Background: an optimization exercise with open tools, aiming at small area, a short achievable clock period and few clock cycles. Do not read the settings as production practice. In this exercise RTL edits were held to simulation tests only and were not proved equivalent to the original.

==> flow/design.v, too long to show whole: its modules and the start of the top module <==
// module Milestone1: 684 lines
// module m1_fa: 3 lines
// module m1_ha: 3 lines
module Milestone1(
		input  logic        CLOCK_50,
		input  logic        Resetn,
		input  logic        start,
		output logic        finish,
		input  logic [15:0] SRAM_read_data,
		output logic [17:0] SRAM_address,
		output logic [15:0] SRAM_write_data,
		output logic        SRAM_we_n
);
  // ...
==> flow/flow/run.sh <==
#!/bin/bash
# Standard layout (unchanged synthesis), with timing repair aiming for a
# setup slack margin so that the achieved period, not just 11.5 ns, is
# optimised.  Each run writes its full output to a log of its own.
set -euo pipefail
bash standard.sh SETUP_SLACK_MARGIN=7.8 finish > standard.log 2>&1
==> flow/standard.sh <==
#!/bin/bash
# synth_recipe.tcl (not shown) runs the flow's synth.tcl, then flattens the netlist and writes it again
# the make line also repeats each setting of config.mk as NAME=value (left out here)
make -C /OpenROAD-flow-scripts/flow DESIGN_CONFIG=/design/flow/config.mk WORK_HOME=/design/flow/orfs CLKGATE_MAP_FILE= SYNTH_SCRIPT=/design/flow/synth_recipe.tcl "${@:-finish}"
==> flow/config.mk <==
export PLATFORM = sky130hd
export DESIGN_NAME = Milestone1
export DESIGN_NICKNAME = Milestone1
export VERILOG_FILES = /design/flow/design.v
export SDC_FILE = /design/flow/constraint.sdc
export NUM_CORES = 4
export LEC_CHECK = 0
export CAP_MARGIN = 20
export CORE_MARGIN = 2
export CORE_UTILIZATION = 40
export SLEW_MARGIN = 20
export SYNTH_HIERARCHICAL = 1
export SYNTH_MINIMUM_KEEP_SIZE = 0
==> flow/constraint.sdc <==
create_clock -name core_clock -period 11.5 [get_ports {CLOCK_50}]
set_input_delay 2.3000 -clock core_clock [delete_from_list [all_inputs] [get_ports {CLOCK_50}]]
set_output_delay 2.3000 -clock core_clock [all_outputs]
set_load 0.01 [all_outputs]
==> flow_metrics.tcl, run 1 <==
set metrics [dict create \
    clockRootBuffer "clkbuf_16" \
    r2r_end "xu[9]" \
    synthTopCellsByArea "fa_1, edfxtp_1, ha_1, dfxtp_1, dfrtp_1" \
    worst_path_most_repeated_cell "fa_1" \
    run_status "timing/DRC/antenna clean" \
    use_met1_pct 25.1 \
    synth-main-ff-cell "edfxtp_1" \
    yosys.area_share.simple_pct 7.61 \
    synth-async-reset-ratio_pct 13.9 \
    routabilityCongestion 0.848 \
    synthAdderAreaFrac_pct 35.6 \
    final.period_utilization_pct 39.0 \
    cp-end-kind "flip-flop" \
    grt_pass1_wl_mm 89.1 \
    hold_class "reg2reg" \
    cts_sinks 352 \
    n_all_buffers 163 \
    multiInputGateArea_sq_um 14100 \
    clock.fmax_mhz 223 \
    clockBufferDepth 3 \
    multi_input_gates 1384 \
    critPathLaunch "fp1[6]" \
    diodes 0 \
    antenna_found_initial 0 \
    critical_path.top_delay_family "adder cells" \
    via_per_inst 5.15 \
    grt_pass1_vias 16300 \
]
Testbench counts, summed over its fixed seeds: cycles 775,684.
==> inputs of run 2 (changes only) <==
--- a/flow/design.v
+++ b/flow/design.v
@@ -22,134 +22,103 @@
 logic [15:0] yw;         
 logic [9:0]  vo;         
 logic [7:0]  bbuf;       
 wire run   = (state == S_RUN);
 wire pro   = (state == S_PRO);
 wire first = (kcol == 7'd0);
 wire edge_dup = (kcol >= 7'd78);
 logic        fsel_v;     
-logic [8:0]  fp1, fp2, fp3;
-always_ff @(posedge CLOCK_50) begin
+logic [7:0]  f0, f1, f2, f3, f4, f5;
+logic [8:0]  fa, fb, fc;
+logic [9:0]  fe1, fe2, fe3;
+logic [11:0] fa5;
+logic [8:0]  fbr;
+always_comb begin
 	if (fsel_v) begin
-		fp1 <= {1'b0, wv[2]} + {1'b0, wv[3]};
-		fp2 <= {1'b0, wv[1]} + {1'b0, wv[4]};
-		fp3 <= {1'b0, wv[0]} + {1'b0, wv[5]};
+		f0 = wv[0]; f1 = wv[1]; f2 = wv[2]; f3 = wv[3]; f4 = wv[4]; f5 = wv[5];
 	end else begin
-		fp1 <= {1'b0, wu[2]} + {1'b0, wu[3]};
-		fp2 <= {1'b0, wu[1]} + {1'b0, wu[4]};
-		fp3 <= {1'b0, wu[0]} + {1'b0, wu[5]};
+		f0 = wu[0]; f1 = wu[1]; f2 = wu[2]; f3 = wu[3]; f4 = wu[4]; f5 = wu[5];
 	end
+	fa = {1'b0, f2} + {1'b0, f3};
+	fb = {1'b0, f1} + {1'b0, f4};
+	fc = {1'b0, f0} + {1'b0, f5};
+end
+always_ff @(posedge CLOCK_50) begin
+	fe1 <= {1'b0, fc} - {1'b0, fa};
+	fe2 <= {1'b0, fc} - {1'b0, fb};
+	fe3 <= {1'b0, fb} + {1'b0, fc};
+	fa5 <= {3'd0, fa} + {1'b0, fa, 2'b00};
+	fbr <= fb;
 end
-logic [8:0]  fp1n, fp2n, fp3n;
+logic [9:0]  ge1, ge2, ge1n, ge2n;
+logic [8:0]  fbrn;
 logic [17:0] fsum;
 logic [9:0]  fout;
 always_comb begin
-	fp1n = ~fp1; fp2n = ~fp2; fp3n = ~fp3;
+	ge1 = {~fe1[9], fe1[8:0]}; ge1n = ~ge1;
+	ge2 = {~fe2[9], fe2[8:0]}; ge2n = ~ge2;
+	fbrn = ~fbr;
 	fout = fsum[17:8];
 end
 logic f_1, f_2, f_3, f_4, f_5, f_6, f_7, f_8;
 logic f_9, f_10, f_11, f_12, f_13, f_14, f_15, f_16;
 logic f_17, f_18, f_19, f_20, f_21, f_22, f_23, f_24;
 logic f_25, f_26, f_27, f_28, f_29, f_30, f_31, f_32;
 logic f_33, f_34, f_35, f_36, f_37, f_38, f_39, f_40;
 logic f_41, f_42, f_43, f_44, f_45, f_46, f_47, f_48;
 logic f_49, f_50, f_51, f_52, f_53, f_54, f_55, f_56;
 logic f_57, f_58, f_59, f_60, f_61, f_62, f_63, f_64;
-logic f_65, f_66, f_67, f_68, f_69, f_70, f_71, f_72;
-logic f_73, f_74, f_75, f_76, f_77, f_78, f_79, f_80;
-logic f_81, f_82, f_83, f_84, f_85, f_86, f_87, f_88;
-logic f_89, f_90, f_91, f_92, f_93, f_94, f_95, f_96;
-logic f_97, f_98, f_99, f_100, f_101, f_102, f_103, f_104;
-logic f_105, f_106, f_107, f_108, f_109, f_110, f_111, f_112;
-logic f_113, f_114, f_115, f_116, f_117, f_118, f_119, f_120;
-logic f_121, f_122, f_123, f_124, f_125, f_126, f_127, f_128;
-logic f_129, f_130, f_131, f_132, f_133, f_134, f_135, f_136;
-logic f_137, f_138, f_139, f_140, f_141, f_142;
-m1_ha u_f_1 (.a(fp1n[7]), .b(fp1[2]), .s(f_1), .co(f_2));
-m1_ha u_f_3 (.a(fp1n[8]), .b(fp1[3]), .s(f_3), .co(f_4));
-m1_ha u_f_5 (.a(fp1n[5]), .b(fp1[0]), .s(f_5), .co(f_6));
-m1_fa u_f_7 (.a(fp1n[6]), .b(fp1[1]), .c(fp2n[4]), .s(f_7), .co(f_8));
-m1_fa u_f_9 (.a(fp2[2]), .b(fp2n[0]), .c(fp3[6]), .s(f_9), .co(f_10));
-m1_fa u_f_11 (.a(f_1), .b(fp1[0]), .c(fp2n[5]), .s(f_11), .co(f_12));
-m1_fa u_f_13 (.a(fp2[3]), .b(fp2n[1]), .c(fp3[7]), .s(f_13), .co(f_14));
-m1_ha u_f_15 (.a(fp3[5]), .b(fp3[3]), .s(f_15), .co(f_16));
-m1_fa u_f_17 (.a(f_2), .b(f_3), .c(fp1[1]), .s(f_17), .co(f_18));
-m1_fa u_f_19 (.a(fp2n[6]), .b(fp2[4]), .c(fp2n[2]), .s(f_19), .co(f_20));
-m1_fa u_f_21 (.a(fp3[8]), .b(fp3[6]), .c(fp3[4]), .s(f_21), .co(f_22));
-m1_fa u_f_23 (.a(f_4), .b(fp1[4]), .c(fp1[2]), .s(f_23), .co(f_24));
-m1_fa u_f_25 (.a(fp2n[7]), .b(fp2[5]), .c(fp2n[3]), .s(f_25), .co(f_26));
-assign f_27 = ~(fp3[7] ^ fp3[5]);
-assign f_28 = fp3[7] | fp3[5];
-m1_fa u_f_29 (.a(fp1[5]), .b(fp1[3]), .c(fp2n[8]), .s(f_29), .co(f_30));
-m1_fa u_f_31 (.a(fp2[6]), .b(fp2n[4]), .c(fp3[8]), .s(f_31), .co(f_32));
-assign f_33 = ~fp3[6];
-assign f_34 = fp3[6];
-m1_fa u_f_35 (.a(fp1[6]), .b(fp1[4]), .c(fp2[7]), .s(f_35), .co(f_36));
-m1_ha u_f_37 (.a(fp1[7]), .b(fp1[5]), .s(f_37), .co(f_38));
-m1_ha u_f_39 (.a(fp1n[2]), .b(fp2n[0]), .s(f_39), .co(f_40));
-m1_ha u_f_41 (.a(fp1n[3]), .b(fp2n[1]), .s(f_41), .co(f_42));
-m1_fa u_f_43 (.a(fp1n[4]), .b(fp2n[2]), .c(fp2[0]), .s(f_43), .co(f_44));
-m1_ha u_f_45 (.a(fp3[4]), .b(fp3[2]), .s(f_45), .co(f_46));
-m1_fa u_f_47 (.a(f_5), .b(fp2n[3]), .c(fp2[1]), .s(f_47), .co(f_48));
-m1_fa u_f_49 (.a(fp3[5]), .b(fp3[3]), .c(fp3[1]), .s(f_49), .co(f_50));
-m1_fa u_f_51 (.a(f_6), .b(f_7), .c(f_9), .s(f_51), .co(f_52));
-assign f_53 = ~(fp3[4] ^ fp3[2]);
-assign f_54 = fp3[4] | fp3[2];
-m1_fa u_f_55 (.a(f_8), .b(f_10), .c(f_11), .s(f_55), .co(f_56));
-assign f_57 = ~(f_13 ^ f_15);
-assign f_58 = f_13 | f_15;
-m1_fa u_f_59 (.a(f_12), .b(f_14), .c(f_16), .s(f_59), .co(f_60));
-m1_fa u_f_61 (.a(f_17), .b(f_19), .c(f_21), .s(f_61), .co(f_62));
-m1_fa u_f_63 (.a(f_18), .b(f_20), .c(f_22), .s(f_63), .co(f_64));
-m1_fa u_f_65 (.a(f_23), .b(f_25), .c(f_27), .s(f_65), .co(f_66));
-m1_fa u_f_67 (.a(f_24), .b(f_26), .c(f_28), .s(f_67), .co(f_68));
-m1_fa u_f_69 (.a(f_29), .b(f_31), .c(f_33), .s(f_69), .co(f_70));
-m1_fa u_f_71 (.a(f_30), .b(f_32), .c(f_34), .s(f_71), .co(f_72));
-m1_fa u_f_73 (.a(f_35), .b(fp2n[5]), .c(fp3[7]), .s(f_73), .co(f_74));
-m1_fa u_f_75 (.a(f_36), .b(f_37), .c(fp2[8]), .s(f_75), .co(f_76));
-assign f_77 = ~(fp2n[6] ^ fp3[8]);
-assign f_78 = fp2n[6] | fp3[8];
-m1_fa u_f_79 (.a(f_38), .b(fp1[8]), .c(fp1[6]), .s(f_79), .co(f_80));
-assign f_81 = ~fp2n[7];
-assign f_82 = fp2n[7];
-m1_ha u_f_83 (.a(fp1[7]), .b(fp2n[8]), .s(f_83), .co(f_84));
-m1_ha u_f_85 (.a(f_39), .b(fp3[2]), .s(f_85), .co(f_86));
-m1_fa u_f_87 (.a(f_40), .b(f_41), .c(fp3[3]), .s(f_87), .co(f_88));
-m1_fa u_f_89 (.a(f_42), .b(f_43), .c(f_45), .s(f_89), .co(f_90));
-m1_fa u_f_91 (.a(f_44), .b(f_46), .c(f_47), .s(f_91), .co(f_92));
-m1_fa u_f_93 (.a(f_48), .b(f_50), .c(f_51), .s(f_93), .co(f_94));
-m1_fa u_f_95 (.a(f_52), .b(f_54), .c(f_55), .s(f_95), .co(f_96));
-m1_fa u_f_97 (.a(f_56), .b(f_58), .c(f_59), .s(f_97), .co(f_98));
-m1_fa u_f_99 (.a(f_60), .b(f_62), .c(f_63), .s(f_99), .co(f_100));
-m1_fa u_f_101 (.a(f_64), .b(f_66), .c(f_67), .s(f_101), .co(f_102));
-m1_fa u_f_103 (.a(f_68), .b(f_70), .c(f_71), .s(f_103), .co(f_104));
-m1_fa u_f_105 (.a(f_72), .b(f_74), .c(f_75), .s(f_105), .co(f_106));
-m1_fa u_f_107 (.a(f_76), .b(f_78), .c(f_79), .s(f_107), .co(f_108));
-m1_fa u_f_109 (.a(f_80), .b(f_82), .c(f_83), .s(f_109), .co(f_110));
-m1_ha u_f_111 (.a(fp1n[0]), .b(fp3[0]), .s(f_111), .co(f_112));
-m1_ha u_f_113 (.a(fp1n[1]), .b(fp3[1]), .s(f_113), .co(f_114));
-assign f_115 = ~(f_85 ^ fp3[0]);
-assign f_116 = f_85 | fp3[0];
-m1_fa u_f_117 (.a(f_86), .b(f_87), .c(fp3[1]), .s(f_117), .co(f_118));
-m1_fa u_f_119 (.a(f_88), .b(f_89), .c(fp3[0]), .s(f_119), .co(f_120));
-m1_fa u_f_121 (.a(f_90), .b(f_91), .c(f_49), .s(f_121), .co(f_122));
-m1_fa u_f_123 (.a(f_92), .b(f_93), .c(f_53), .s(f_123), .co(f_124));
-m1_fa u_f_125 (.a(f_94), .b(f_95), .c(f_57), .s(f_125), .co(f_126));
-m1_fa u_f_127 (.a(f_96), .b(f_97), .c(f_61), .s(f_127), .co(f_128));
-m1_fa u_f_129 (.a(f_98), .b(f_99), .c(f_65), .s(f_129), .co(f_130));
-m1_fa u_f_131 (.a(f_100), .b(f_101), .c(f_69), .s(f_131), .co(f_132));
-m1_fa u_f_133 (.a(f_102), .b(f_103), .c(f_73), .s(f_133), .co(f_134));
-m1_fa u_f_135 (.a(f_104), .b(f_105), .c(f_77), .s(f_135), .co(f_136));
-m1_fa u_f_137 (.a(f_106), .b(f_107), .c(f_81), .s(f_137), .co(f_138));
-assign f_139 = ~(f_108 ^ f_109);
-assign f_140 = f_108 | f_109;
-m1_fa u_f_141 (.a(f_110), .b(f_84), .c(fp1[8]), .s(f_141), .co(f_142));
-assign fsum = {1'b1, f_142, f_140, f_138, f_136, f_134, f_132, f_130, f_128, f_126, f_124, f_122, f_120, f_118, f_116, f_114, f_112, f_111} + {1'b0, 1'b1, f_141, f_139, f_137, f_135, f_133, f_131, f_129, f_127, f_125, f_123, f_121, f_119, f_117, f_115, f_113, 1'b1};
+logic f_65, f_66, f_67, f_68, f_69, f_70;
+m1_fa u_f_1 (.a(ge1[6]), .b(ge2[4]), .c(fe3[2]), .s(f_1), .co(f_2));
+m1_fa u_f_3 (.a(ge1[7]), .b(ge2[5]), .c(fe3[3]), .s(f_3), .co(f_4));
+m1_ha u_f_5 (.a(fa5[2]), .b(fbrn[1]), .s(f_5), .co(f_6));
+m1_fa u_f_7 (.a(ge1[8]), .b(ge2[6]), .c(fe3[4]), .s(f_7), .co(f_8));
+m1_ha u_f_9 (.a(fa5[3]), .b(fbrn[2]), .s(f_9), .co(f_10));
+m1_fa u_f_11 (.a(ge1[9]), .b(ge2[7]), .c(fe3[5]), .s(f_11), .co(f_12));
+assign f_13 = ~(fa5[4] ^ fbrn[3]);
+assign f_14 = fa5[4] | fbrn[3];
+m1_fa u_f_15 (.a(ge2[8]), .b(fe3[6]), .c(fa5[5]), .s(f_15), .co(f_16));
+assign f_17 = ~fbrn[4];
+assign f_18 = fbrn[4];
+m1_fa u_f_19 (.a(ge2[9]), .b(fe3[7]), .c(fa5[6]), .s(f_19), .co(f_20));
+m1_ha u_f_21 (.a(fe3[8]), .b(fa5[7]), .s(f_21), .co(f_22));
+m1_ha u_f_23 (.a(fe3[9]), .b(fa5[8]), .s(f_23), .co(f_24));
+m1_ha u_f_25 (.a(ge1[5]), .b(ge2[3]), .s(f_25), .co(f_26));
+m1_fa u_f_27 (.a(f_1), .b(fa5[1]), .c(fbrn[0]), .s(f_27), .co(f_28));
+m1_fa u_f_29 (.a(f_2), .b(f_3), .c(f_5), .s(f_29), .co(f_30));
+m1_fa u_f_31 (.a(f_4), .b(f_6), .c(f_7), .s(f_31), .co(f_32));
+m1_fa u_f_33 (.a(f_8), .b(f_10), .c(f_11), .s(f_33), .co(f_34));
+m1_fa u_f_35 (.a(f_12), .b(f_14), .c(f_15), .s(f_35), .co(f_36));
+m1_fa u_f_37 (.a(f_16), .b(f_18), .c(f_19), .s(f_37), .co(f_38));
+m1_fa u_f_39 (.a(f_20), .b(f_21), .c(fbrn[6]), .s(f_39), .co(f_40));
+m1_fa u_f_41 (.a(f_22), .b(f_23), .c(fbrn[7]), .s(f_41), .co(f_42));
+m1_fa u_f_43 (.a(f_24), .b(fa5[9]), .c(fbrn[8]), .s(f_43), .co(f_44));
+m1_ha u_f_45 (.a(ge1[4]), .b(ge2[2]), .s(f_45), .co(f_46));
+m1_fa u_f_47 (.a(f_25), .b(fe3[1]), .c(fa5[0]), .s(f_47), .co(f_48));
+assign f_49 = ~(f_26 ^ f_27);
+assign f_50 = f_26 | f_27;
+assign f_51 = ~(f_28 ^ f_29);
+assign f_52 = f_28 | f_29;
+m1_fa u_f_53 (.a(f_30), .b(f_31), .c(f_9), .s(f_53), .co(f_54));
+m1_fa u_f_55 (.a(f_32), .b(f_33), .c(f_13), .s(f_55), .co(f_56));
+m1_fa u_f_57 (.a(f_34), .b(f_35), .c(f_17), .s(f_57), .co(f_58));
+m1_fa u_f_59 (.a(f_36), .b(f_37), .c(fbrn[5]), .s(f_59), .co(f_60));
+assign f_61 = ~(f_38 ^ f_39);
+assign f_62 = f_38 | f_39;
+assign f_63 = ~(f_40 ^ f_41);
+assign f_64 = f_40 | f_41;
+assign f_65 = ~(f_42 ^ f_43);
+assign f_66 = f_42 | f_43;
+m1_ha u_f_67 (.a(f_44), .b(fa5[10]), .s(f_67), .co(f_68));
+assign f_69 = ~fa5[11];
+assign f_70 = fa5[11];
+assign fsum = {f_70, f_68, f_66, f_64, f_62, f_60, f_58, f_56, f_54, f_52, f_50, f_48, f_46, f_45, ge1[3], ge1[2], ge1[1], ge1[0]} + {1'b1, f_69, f_67, f_65, f_63, f_61, f_59, f_57, f_55, f_53, f_51, f_49, f_47, fe3[0], ge2[1], ge2[0], 1'b0, 1'b0};
 logic [7:0]  py, pyn;
+logic [9:0]  ur, vr;     
 logic [9:0]  xu, xv, xun, xvn;
 logic [11:0] sr_a, sr_b, sg_a, sg_b, sb_a, sb_b;
 logic [15:0] sr_lo, sg_lo, sb_lo;
 logic        sr_c, sg_c, sb_c;
 logic [11:0] rr_a, rr_b, rg_a, rg_b, rb_a, rb_b;
 logic        rr_c, rg_c, rb_c;
 logic [11:0] hr, hg, hb;
 logic [7:0]  cr, cg, cb;
@@ -157,17 +126,19 @@
 	clip = s[11] ? 8'd0 : ((|s[10:8]) ? 8'd255 : s[7:0]);
 endfunction
 always_ff @(posedge CLOCK_50) begin
 	rr_a <= sr_a; rr_b <= sr_b; rr_c <= sr_c;
 	rg_a <= sg_a; rg_b <= sg_b; rg_c <= sg_c;
 	rb_a <= sb_a; rb_b <= sb_b; rb_c <= sb_c;
 end
 always_comb begin
-	pyn = ~py; xun = ~xu; xvn = ~xv;
+	pyn = ~py;
+	xu = {~ur[9], ur[8:0]}; xun = ~xu;
+	xv = {~vr[9], vr[8:0]}; xvn = ~xv;
 	hr = rr_a + rr_b + {11'd0, rr_c};
 	hg = rg_a + rg_b + {11'd0, rg_c};
 	hb = rb_a + rb_b + {11'd0, rb_c};
 	cr = clip(hr);
 	cg = clip(hg);
 	cb = clip(hb);
 end
 logic csr_1, csr_2, csr_3, csr_4, csr_5, csr_6, csr_7, csr_8;
@@ -656,28 +627,28 @@
 end
 always_ff @(posedge CLOCK_50) begin
 	if ((pro && ph == 4'd4) || (run && ph == 4'd5)) yw <= SRAM_read_data;
 	else if (run && ph == 4'd4) yw[7:0] <= SRAM_read_data[7:0];
 	if (ph == 4'd1 || ph == 4'd4) vo <= fout;
 	case (ph)
 		4'd1: begin
 			py <= yw[15:8];
-			xu <= {2'b10, wu[2]};
-			xv <= {2'b10, wv[2]};
+			ur <= {2'b00, wu[2]};
+			vr <= {2'b00, wv[2]};
 		end
 		4'd4: begin
 			py <= SRAM_read_data[15:8];
-			xu <= {2'b10, wu[2]};
-			xv <= {2'b10, wv[2]};
+			ur <= {2'b00, wu[2]};
+			vr <= {2'b00, wv[2]};
 		end
 		4'd2, 4'd5: begin
 			py <= yw[7:0];
-			xu <= {~fout[9], fout[8:0]};
-			xv <= {~vo[9], vo[8:0]};
+			ur <= fout;
+			vr <= vo;
 		end
 		default: ;
 	endcase
 	bbuf <= cb;
 	case (ph)
 		4'd3, 4'd6: SRAM_write_data <= {cr, cg};
 		4'd4, 4'd7: SRAM_write_data <= {bbuf, cr};
 		default:    SRAM_write_data <= {cg, cb};
==> flow_metrics.tcl, run 2 <==
set metrics [dict create \
    run_status "timing/DRC/antenna clean" \
    routabilityCongestion 0.876 \
    drc 0 \
    die_w_microns 250 \
    synth_edf_count 166 \
    hold_class "reg2reg" \
    worstPathArrival_ns 3.99 \
    synth_area_leader_cell "edfxtp_1" \
    setup_viol 0 \
    avgSynthCellArea_sq_um 12.1 \
    num_rows 90 \
    clkLatencyLatePin_ns 0.58 \
    nets 2656 \
    place_hpwl_mm 43.0 \
    syn_to_final_growth_pct 15.8 \
    clockRootBuffer "clkbuf_16" \
    cts_hold_buf 0 \
    hold_violations 0 \
    initial_utilization_pct 40.3 \
    synth-main-ff-cell "edfxtp_1" \
    hold_ws_ns 0.434 \
    grt_pass1_wl_mm 90.5 \
    synth_top_area_share_pct 20.5 \
    diodes 0 \
    synth_top_cells_by_count "fa_1, ha_1, inv_1, edfxtp_1, dfxtp_1" \
    cts_tree "built" \
    io_buffers 54 \
    dieHeight_microns 250 \
    syn_area_sq_um 24300 \
    setup_tns_ns 0 \
    fin_crit_ns 3.70 \
    yosys.cell_types.count 89 \
    grt_max_degree 50 \
    grt_pass1_vias 16300 \
    first_pass_iters 5 \
    clock.fmax_mhz 270 \
    cts_buffers 41 \
    maxSlewHeadroom_pct 33.3 \
    skew_ns 0.0497 \
    cp-end-kind "flip-flop" \
    final.period_utilization_pct 32.2 \
    worstSetupPathType "reg2reg" \
    worst_pin_slew_ns 0.997 \
    clockBufferDepth 3 \
    first_iter_violations 1019 \
    synth_cells 2009 \
    grt_usage_pct 18.4 \
    via_per_inst 5.18 \
    slew_violations 0 \
    start_kind "flip-flop" \
    place_inst 2822 \
    reg.largest.list "wu x48, wv x48, SRAM_address x18" \
    core_sq_um 60100 \
    yosysWarnings 9 \
    clk_transition_reported_paths_ns 0.06 \
    synth_nets 2512 \
    maxCapViolations 0 \
    drt-total-wl_mm 56.8 \
    vias 15400 \
    cts_sinks 373 \
    synth-async-reset-ratio_pct 13.1 \
    ys_ff_latch 373 \
    worst-path-max-fanout 4 \
    fillerInstances 5479 \
    ant_nets 0 \
    ys_seq_area_share_pct 38.7 \
    rsz0062_at_grt "yes" \
    grt.overflow.total 0 \
    ios 55 \
    final_cell_mix "fa_1, ha_1, inv_1, edfxtp_1, dfxtp_1" \
    final_common_cell "fa_1" \
    fin_cells 2968 \
    antenna_found_initial 3 \
    dieArea_sq_um 62600 \
    critical_path_required_ns 11.79 \
    cts_htree_levels 2 \
    drive_above_1_share_pct 16.5 \
    wl_per_cell_microns 19.1 \
    synthTopCellsByArea "edfxtp_1, fa_1, dfxtp_1, ha_1, dfrtp_1" \
]
-- run 2: path summary, 6_finish.rpt --
check                      startpoint        to  slack, ns  depth (start not counted)
min reg2reg                  wu[3][2]  wu[2][2]       0.43                          0
max                            fe3[4]     ur[7]       7.80                         12
min                          wu[3][2]  wu[2][2]       0.43                          0
max reg2reg                    fe3[4]     ur[7]       7.80                         12
min in group asynchronous      Resetn    rgb[3]       1.84                          2
max in group asynchronous      Resetn    fsel_v       9.14                          2
-- run 2: per-module statistics from Yosys (local to each module, per instance) --
module	copies in the design	cells	cell area (sq um)
Milestone1	1	1732	19100
m1_fa	229	1	20.0
m1_ha	48	1	12.5
-- run 2: cell type report --
class | instances | area, sq um | area share, %
Multi-Input combinational cell | 1373 | 14300 | 51.0
Sequential cell | 373 | 9390 | 33.4
Clock buffer | 56 | 1180 | 4.21
Timing Repair Buffer | 136 | 1150 | 4.11
Tap cell | 782 | 978 | 3.48
Inverter | 228 | 875 | 3.11
Clock inverter | 20 | 171 | 0.610
-- run 2: metrics by stage --
step	cell area (sq um)	utilization, %	setup slack [ns]
after floorplan	24300	-	7.81
after global placement	25800	42.8	7.29
after detailed placement	25800	42.8	7.31
after CTS	27500	45.6	7.64
after global routing	28100	46.7	7.68
final	28100	46.7	7.80
-- run 2: kinds of logic (layout without fill, tap and decap cells) --
logic type                 Yosys count  count (layout)  share of synthesized area (%)
xor gates and xnor gates           109             109                           3.94
DFF                                373             373                           38.7
buffers and inverters              263             440                           4.22
muxes                               85              85                           3.91
AOI/OAI and AO/OA                  363             363                           10.1
adders and majority gates          484             484                           32.5
and+or+nand+nor                    332             332                           6.73
-- run 2: timing repair --
action	4_1_cts	5_1_grt
setup endpoints to repair	73	28
buffers inserted	30	40
pin swaps	16	36
resized for setup	63	76
-- run 2: critical path, cell delays in order, from the launching register on --
cell,delay [ns]
dfxtp_2,0.32
fa_1,0.56
fa_1,0.45
fa_1,0.62
ha_4,0.20
nor3_4,0.05
a31oi_2,0.17
o2111ai_2,0.15
and3_4,0.25
nor2_4,0.13
a21oi_4,0.08
xnor2_2,0.17
mux2_4,0.27
-- run 2: per-layer routing --
| metal | wire [microns] | global-route usage [%] | share of wire (%) | vias to the layer above |
|---|---|---|---|---|
| met5 | 0 | 0 | 0 | - |
| met4 | 1590 | 5.95 | 2.8 | 0 |
| met3 | 2040 | 2.13 | 3.6 | 99 |
| met2 | 28100 | 31.7 | 49 | 299 |
| met1 | 25100 | 24.3 | 44 | 7751 |
| li1 | - | - | - | 7237 |
Testbench counts of run 2, summed over its fixed seeds: cycles 775,684.
==> inputs of run 3 (changes only) <==
==> flow/flow/run.sh (replaced) <==
#!/bin/bash
# Standard layout (unchanged synthesis), with timing repair aiming for a
# setup slack margin so that the achieved period, not just 11.5 ns, is
# optimised.  Each run writes its full output to a log of its own.
set -euo pipefail
bash standard.sh SETUP_SLACK_MARGIN=7.5 finish > standard.log 2>&1
--- a/flow/config.mk
+++ b/flow/config.mk
@@ -7,7 +7,7 @@
 export LEC_CHECK = 0
 export CAP_MARGIN = 20
 export CORE_MARGIN = 2
-export CORE_UTILIZATION = 40
+export CORE_UTILIZATION = 60
 export SLEW_MARGIN = 20
 export SYNTH_HIERARCHICAL = 1
 export SYNTH_MINIMUM_KEEP_SIZE = 0
==> flow_metrics.tcl, run 3 <==
set metrics [dict create \
    io_buffers 54 \
    worstSetupPathType "reg2out" \
    ys_seq_area_share_pct 38.7 \
    worst_pin_slew_ns 1.02 \
    grt_pass1_vias 15900 \
    wl_per_cell_microns 20.5 \
    hold_ws_ns 0.444 \
    use_met1_pct 35.4 \
    drt-total-wl_mm 55.0 \
    cp_num_buf_inv 1 \
    cp_slowest_stage_delay_ns 0.53 \
    first_pass_iters 5 \
    slew_violations 0 \
    synth_top_area_share_pct 20.5 \
    first_iter_violations 875 \
    final.period_utilization_pct 34.0 \
    synth_nets 2512 \
    crit_chain "clkdlybuf4s50_1" \
    fin_crit_ns 3.91 \
    synth_top_cells_by_count "fa_1, ha_1, inv_1, edfxtp_1, dfxtp_1" \
    clkLatencyLatePin_ns 0.58 \
    skew_ns 0.0276 \
    cpMaxStageDelayCell "dfstp_2" \
    clockBufferDepth 3 \
    grt.overflow.total 0 \
    grt_usage_pct 27.1 \
    yosys.area_share.simple_pct 6.73 \
    place_hpwl_mm 41.7 \
    diodes 0 \
    reg.largest.list "wu x48, wv x48, SRAM_address x18" \
    clk_transition_reported_paths_ns 0.06 \
    run_status "timing/DRC/antenna clean" \
    critical_path_required_ns 9.20 \
    ios 55 \
    initial_utilization_pct 60.9 \
    vias 15200 \
    busiest_layer "met2" \
    synth_xor_area_share_pct 3.94 \
    cts_tree "built" \
    synth_top_family_by_area "adder cells" \
    nets 2629 \
    cts_buffers 40 \
    fillerInstances 3004 \
    min_from "wu[4][5]" \
    grt_max_degree 50 \
    worst-path-max-fanout 2 \
    via_per_inst 5.68 \
    placed_cell_area_sq_um 25400 \
    critPathLaunch "SRAM_we_n" \
    synth_cells 2009 \
    yosys.cell_types.count 89 \
    synth.area.mux_share_pct 3.91 \
    final_cell_mix "fa_1, ha_1, inv_1, edfxtp_1, dfxtp_1" \
    antenna_found_initial 1 \
    cp-end-kind "primary output" \
    cts_sinks 373 \
    ys_ff_latch 373 \
    final_common_cell "fa_1" \
    worstReg2RegStart "fe2[9]" \
    yosysWarnings 9 \
    critical_path.top_delay_family "flip-flops" \
    num_rows 73 \
    maxSlewHeadroom_pct 31.9 \
    hold_class "reg2reg" \
    maxCapViolations 0 \
    synth_compound_area_share_pct 10.1 \
    routabilityCongestion 0.921 \
    finish.instance_area_sq_um 27200 \
    synth-main-ff-cell "edfxtp_1" \
    synth-async-reset-ratio_pct 13.1 \
    dieHeight_microns 205 \
    cts_hold_buf 0 \
    drc 0 \
    avgSynthCellArea_sq_um 12.1 \
    use_met3_pct 4.41 \
    cts_htree_levels 2 \
    worstRegToRegCells 11 \
    setup_tns_ns 0 \
    syn_to_final_growth_pct 12.3 \
    setup_viol 0 \
    worstPathArrival_ns 1.61 \
    core_sq_um 39800 \
    rsz0062_at_grt "no" \
    synth_edf_count 166 \
    whs_path_depth 0 \
    synthTopCellsByArea "edfxtp_1, fa_1, dfxtp_1, ha_1, dfrtp_1" \
    crit_cells 1 \
    synth_area_leader_cell "edfxtp_1" \
    synthAdderAreaFrac_pct 32.5 \
    die_w_microns 205 \
    syn_area_sq_um 24300 \
    drive_above_1_share_pct 12.1 \
    clockRootBuffer "clkbuf_16" \
    grt_pass1_wl_mm 86.4 \
    hold_violations 0 \
    clock.fmax_mhz 256 \
    grt_util_met2_pct 46.3 \
    dieArea_sq_um 42100 \
    ant_nets 0 \
    start_kind "flip-flop" \
]
## run 3: path summary, 6_finish.rpt
| kind | to | slack [ns] |
|---|---|---|
| worst max-delay path | SRAM_we_n | 7.59 |
| worst min-delay path | wu[3][5] | 0.44 |
| worst max register to register | ur[6] | 7.60 |
| worst min register to register | wu[3][5] | 0.44 |
| max in group asynchronous | fsel_v | 9.17 |
| min in group asynchronous | rgb[5] | 1.84 |
## run 3: logic make-up (layout without fill, tap and decap cells)
kind of cell | after synthesis | in the layout
fa+ha+maj | 484 | 484
flops | 373 | 373
compound gates | 363 | 363
simple gates | 332 | 332
buf+inv | 263 | 410
xor+xnor | 109 | 109
mux | 85 | 85
## run 3: repair_timing
item / 4_1_cts / 5_1_grt
resized for setup: 6 / 14
hold endpoints to repair: 0 / 0
setup endpoints to repair: 20 / 28
setup buffers: 10 / 36
pin swaps: 0 / 1
## run 3: modules after synthesis, one instance, submodules excluded
module      cell area [sq um]  times used
m1_fa                    20.0         229
Milestone1              19100           1
m1_ha                    12.5          48
## run 3: per-layer routing
metal / wire length, microns / share of wire [%]
met1: 23500 / 43
met2: 27300 / 50
met5: 0 / 0
met3: 2350 / 4.3
met4: 1810 / 3.3
## run 3: final cells by class
class | instances | area (sq um) | area share [%]
Multi-Input combinational cell | 1373 | 14000 | 51.3
Inverter | 228 | 863 | 3.17
Sequential cell | 373 | 9390 | 34.4
Clock inverter | 22 | 280 | 1.03
Tap cell | 525 | 657 | 2.41
Timing Repair Buffer | 110 | 1000 | 3.67
Clock buffer | 50 | 1080 | 3.96
## run 3: per-stage QoR
stage          setup WS, ns  util, %  cells
2_1_floorplan          7.60        -   2009
3_3_place_gp           7.38     63.8   2563
3_5_place_dp           7.25     63.8   2563
4_1_cts                7.48     67.4   2645
5_1_grt                7.50     68.4   2681
6_report               7.59     68.4   2681
==> inputs of run 4 (changes only) <==
==> flow/flow/run.sh (replaced) <==
#!/bin/bash
# Standard layout (unchanged synthesis), with timing repair aiming for a
# setup slack margin so that the achieved period, not just 11.5 ns, is
# optimised.  Each run writes its full output to a log of its own.
set -euo pipefail
bash standard.sh SETUP_SLACK_MARGIN=8.0 finish > standard.log 2>&1
==> flow_metrics.tcl, run 4 <==
set metrics [dict create \
    grt_usage_pct 28.3 \
    cts_tree "built" \
    whs_path_depth 0 \
    worstPathArrival_ns 4.04 \
    synth-main-ff-cell "edfxtp_1" \
    cts_sinks 373 \
    worst_pin_slew_ns 0.976 \
    clockBufferDepth 3 \
    setup_tns_ns 0 \
    cts_buffers 40 \
    synthAdderAreaFrac_pct 32.5 \
    dieArea_sq_um 42100 \
    syn_area_sq_um 24300 \
    synth.area.mux_share_pct 3.91 \
    grt_pass1_wl_mm 89.6 \
    cts_htree_levels 2 \
    num_rows 73 \
    fin_crit_ns 3.74 \
    place_hpwl_mm 41.3 \
    ys_ff_latch 373 \
    critical_path.top_delay_family "adder cells" \
    setup_viol 0 \
    synth_area_leader_cell "edfxtp_1" \
    worst-path-max-fanout 3 \
    crit_chain "inv_2 > fa_2 > fa_1 > fa_1 > ha_4 > o21a_1 > o2111ai_4 > and3_4 > nor2_4 > a21oi_4 > xnor2_4 > mux2_4" \
    start_kind "flip-flop" \
    hold_class "reg2reg" \
    dieHeight_microns 205 \
    routabilityCongestion 0.898 \
    drive_above_1_share_pct 21.9 \
    grt_pass1_vias 16300 \
    use_met3_pct 4.49 \
    clockRootBuffer "clkbuf_16" \
    final_cell_mix "fa_1, ha_1, inv_1, edfxtp_1, dfxtp_1" \
    cpMaxStageDelayCell "fa_2" \
    core_sq_um 39800 \
    maxSlewHeadroom_pct 34.7 \
    worstSetupPathType "reg2reg" \
    wl_per_cell_microns 21.0 \
    skew_ns 0.0193 \
    finish.instance_area_sq_um 28700 \
    synthTopCellsByArea "edfxtp_1, fa_1, dfxtp_1, ha_1, dfrtp_1" \
    busiest_layer "met2" \
    worst_path_most_repeated_cell "fa_1" \
    die_w_microns 205 \
    first_iter_violations 929 \
    synth_xor_area_share_pct 3.94 \
    io_buffers 54 \
    yosys.area_share.simple_pct 6.73 \
    ant_nets 0 \
    synth_nets 2512 \
    final.period_utilization_pct 32.5 \
    maxCapViolations 0 \
    synth_cells 2009 \
    grt_util_met2_pct 48.9 \
    synth_top_cells_by_count "fa_1, ha_1, inv_1, edfxtp_1, dfxtp_1" \
    slew_violations 0 \
    worstReg2RegStart "fe1[9]" \
    holdPathEnd "wv[3][6]" \
    worstRegToRegCells 12 \
    nets 2699 \
    synth-async-reset-ratio_pct 13.1 \
    run_status "timing/DRC/antenna clean" \
    vias 15700 \
    r2r_setup_slack_ns 7.76 \
    synth_edf_count 166 \
    cp_slowest_stage_delay_ns 0.54 \
    cp-end-kind "flip-flop" \
    reg.largest.list "wu x48, wv x48, SRAM_address x18" \
    yosysWarnings 9 \
    avgSynthCellArea_sq_um 12.1 \
    drc 0 \
    synth_top_family_by_area "adder cells" \
    ys_seq_area_share_pct 38.7 \
    use_met1_pct 35.8 \
    via_per_inst 5.70 \
    r2r_end "ur[7]" \
    clkLatencyLatePin_ns 0.57 \
    initial_utilization_pct 60.9 \
    yosys.cell_types.count 89 \
    clk_transition_reported_paths_ns 0.06 \
    syn_to_final_growth_pct 18.5 \
    first_pass_iters 5 \
    cp_num_buf_inv 1 \
    clock.fmax_mhz 267 \
    hold_violations 0 \
    drt-total-wl_mm 57.7 \
    cts_hold_buf 0 \
    hold_ws_ns 0.440 \
    min_from "wv[4][6]" \
    critical_path_required_ns 11.80 \
    ios 55 \
    placed_cell_area_sq_um 25400 \
    final_common_cell "fa_1" \
    grt.overflow.total 0 \
    grt_max_degree 50 \
    synth_compound_area_share_pct 10.1 \
    synth_top_area_share_pct 20.5 \
    rsz0062_at_grt "yes" \
    antenna_found_initial 1 \
]
run 4: worst register-to-register path: cells and delay by family, from the launching register on:
family	cells	cell delay, ns
flip-flops	1	0.33
XOR/XNOR	1	0.17
adder cells (fa/ha/maj)	4	1.81
buffers and inverters	1	0.05
multiplexers	1	0.27
AND/OR/NAND/NOR	2	0.43
AO/OA/AOI/OAI	3	0.45
run 4: cell families (layout without fill, tap and decap cells):
kind of cell             after synthesis  count (layout)
flip-flops                           373             373
AND/OR/NAND/NOR                      332             332
adder cells (fa/ha/maj)              484             484
other                                  0               1
multiplexers                          85              85
buffers and inverters                263             480
XOR/XNOR                             109             109
AO/OA/AOI/OAI                        363             363
run 4: how the worst max path moves through the flow:
| stage | endpoint | cells past startpoint | slack (ns) | startpoint |
|---|---|---|---|---|
| final | ur[7] | 12 | 7.76 | fe1[9] |
| after global routing | ur[7] | 14 | 7.64 | fe3[2] |
| after CTS | ur[7] | 14 | 7.82 | fe1[7] |
| after detailed placement | fa5[10] | 15 | 7.30 | fsel_v |
| after global placement | fe1[9] | 13 | 7.38 | fsel_v |
| after floorplan | rb_c | 8 | 7.90 | py[3] |
run 4: layout make-up:
type                    count  area (sq um)
diodes                      1          2.50
repair buffers            180          1580
inverters                 228           893
well taps                 525           657
clock inverters            12           156
fillers                  2804         11100
clock buffers              60          1140
multi-input cells        1373         14900
flip-flops and latches    373          9400
run 4: per-module statistics from Yosys (local to each module, per instance):
module / flops+latches / copies in the design / cells inside / cell area, sq um
Milestone1: 373 / 1 / 1732 / 19100
m1_ha: 0 / 48 / 1 / 12.5
m1_fa: 0 / 229 / 1 / 20.0
run 4: layer usage:
metal  part of all wire [%]  wire [microns]
met5                      0               0
met2                     50           29100
met3                    4.2            2440
met4                    4.0            2300
met1                     41           23900
run 4: stage by stage:
| step | util [%] | worst slack, ns | cells |
|---|---|---|---|
| floorplan | - | 7.90 | 2009 |
| global route | 72.2 | 7.64 | 2752 |
| finish | 72.2 | 7.76 | 2752 |
| global placement | 63.9 | 7.38 | 2565 |
| CTS | 69.5 | 7.82 | 2700 |
| detailed placement | 63.9 | 7.30 | 2565 |
run 4: timing repair:
action / 4_1_cts / 5_1_grt
cloned: 0 / 1
endpoints found under the setup margin: 85 / 41
gates resized for setup: 148 / 135
setup buffers: 63 / 50
pin swaps: 52 / 82

==> separate check: timing with driven ports <==
How much do the figures lean on ideal ports? The routed layouts below were timed once more, with nothing changed but the port constraints. Step 1 assumes that a clkbuf_16 drives the clock port and a buf_2 every other input. Step 2 also shifts input and output timing later by t, the mid clock arrival at the registers, as if the neighbouring blocks saw the same clock. Three values: ideal, step 1, step 2; two values: the first two.
run | shift t [ns] | slack for setup (ns) | hold slack, ns | worst slew at a driven data input, ns | cell pins on the clock port's net
run 1 | 0.642 | 7.016 / 7.016 / 7.016 | 0.452 / 0.452 / 0.452 | 0.04 | 1
run 2 | 0.620 | 7.799 / 7.795 / 7.584 | 0.434 / 0.434 / 0.434 | 0.04 | 1
run 3 | 0.624 | 7.590 / 7.532 / 7.538 | 0.444 / 0.444 / 0.444 | 0.08 | 1
run 4 | 0.615 | 7.760 / 7.760 / 7.551 | 0.440 / 0.440 / 0.440 | 0.08 | 1
After both steps every run listed still meets setup and hold. The setup slack of run 2, which loses most, moves by -0.004 ns with the drivers and by -0.215 ns with both steps.
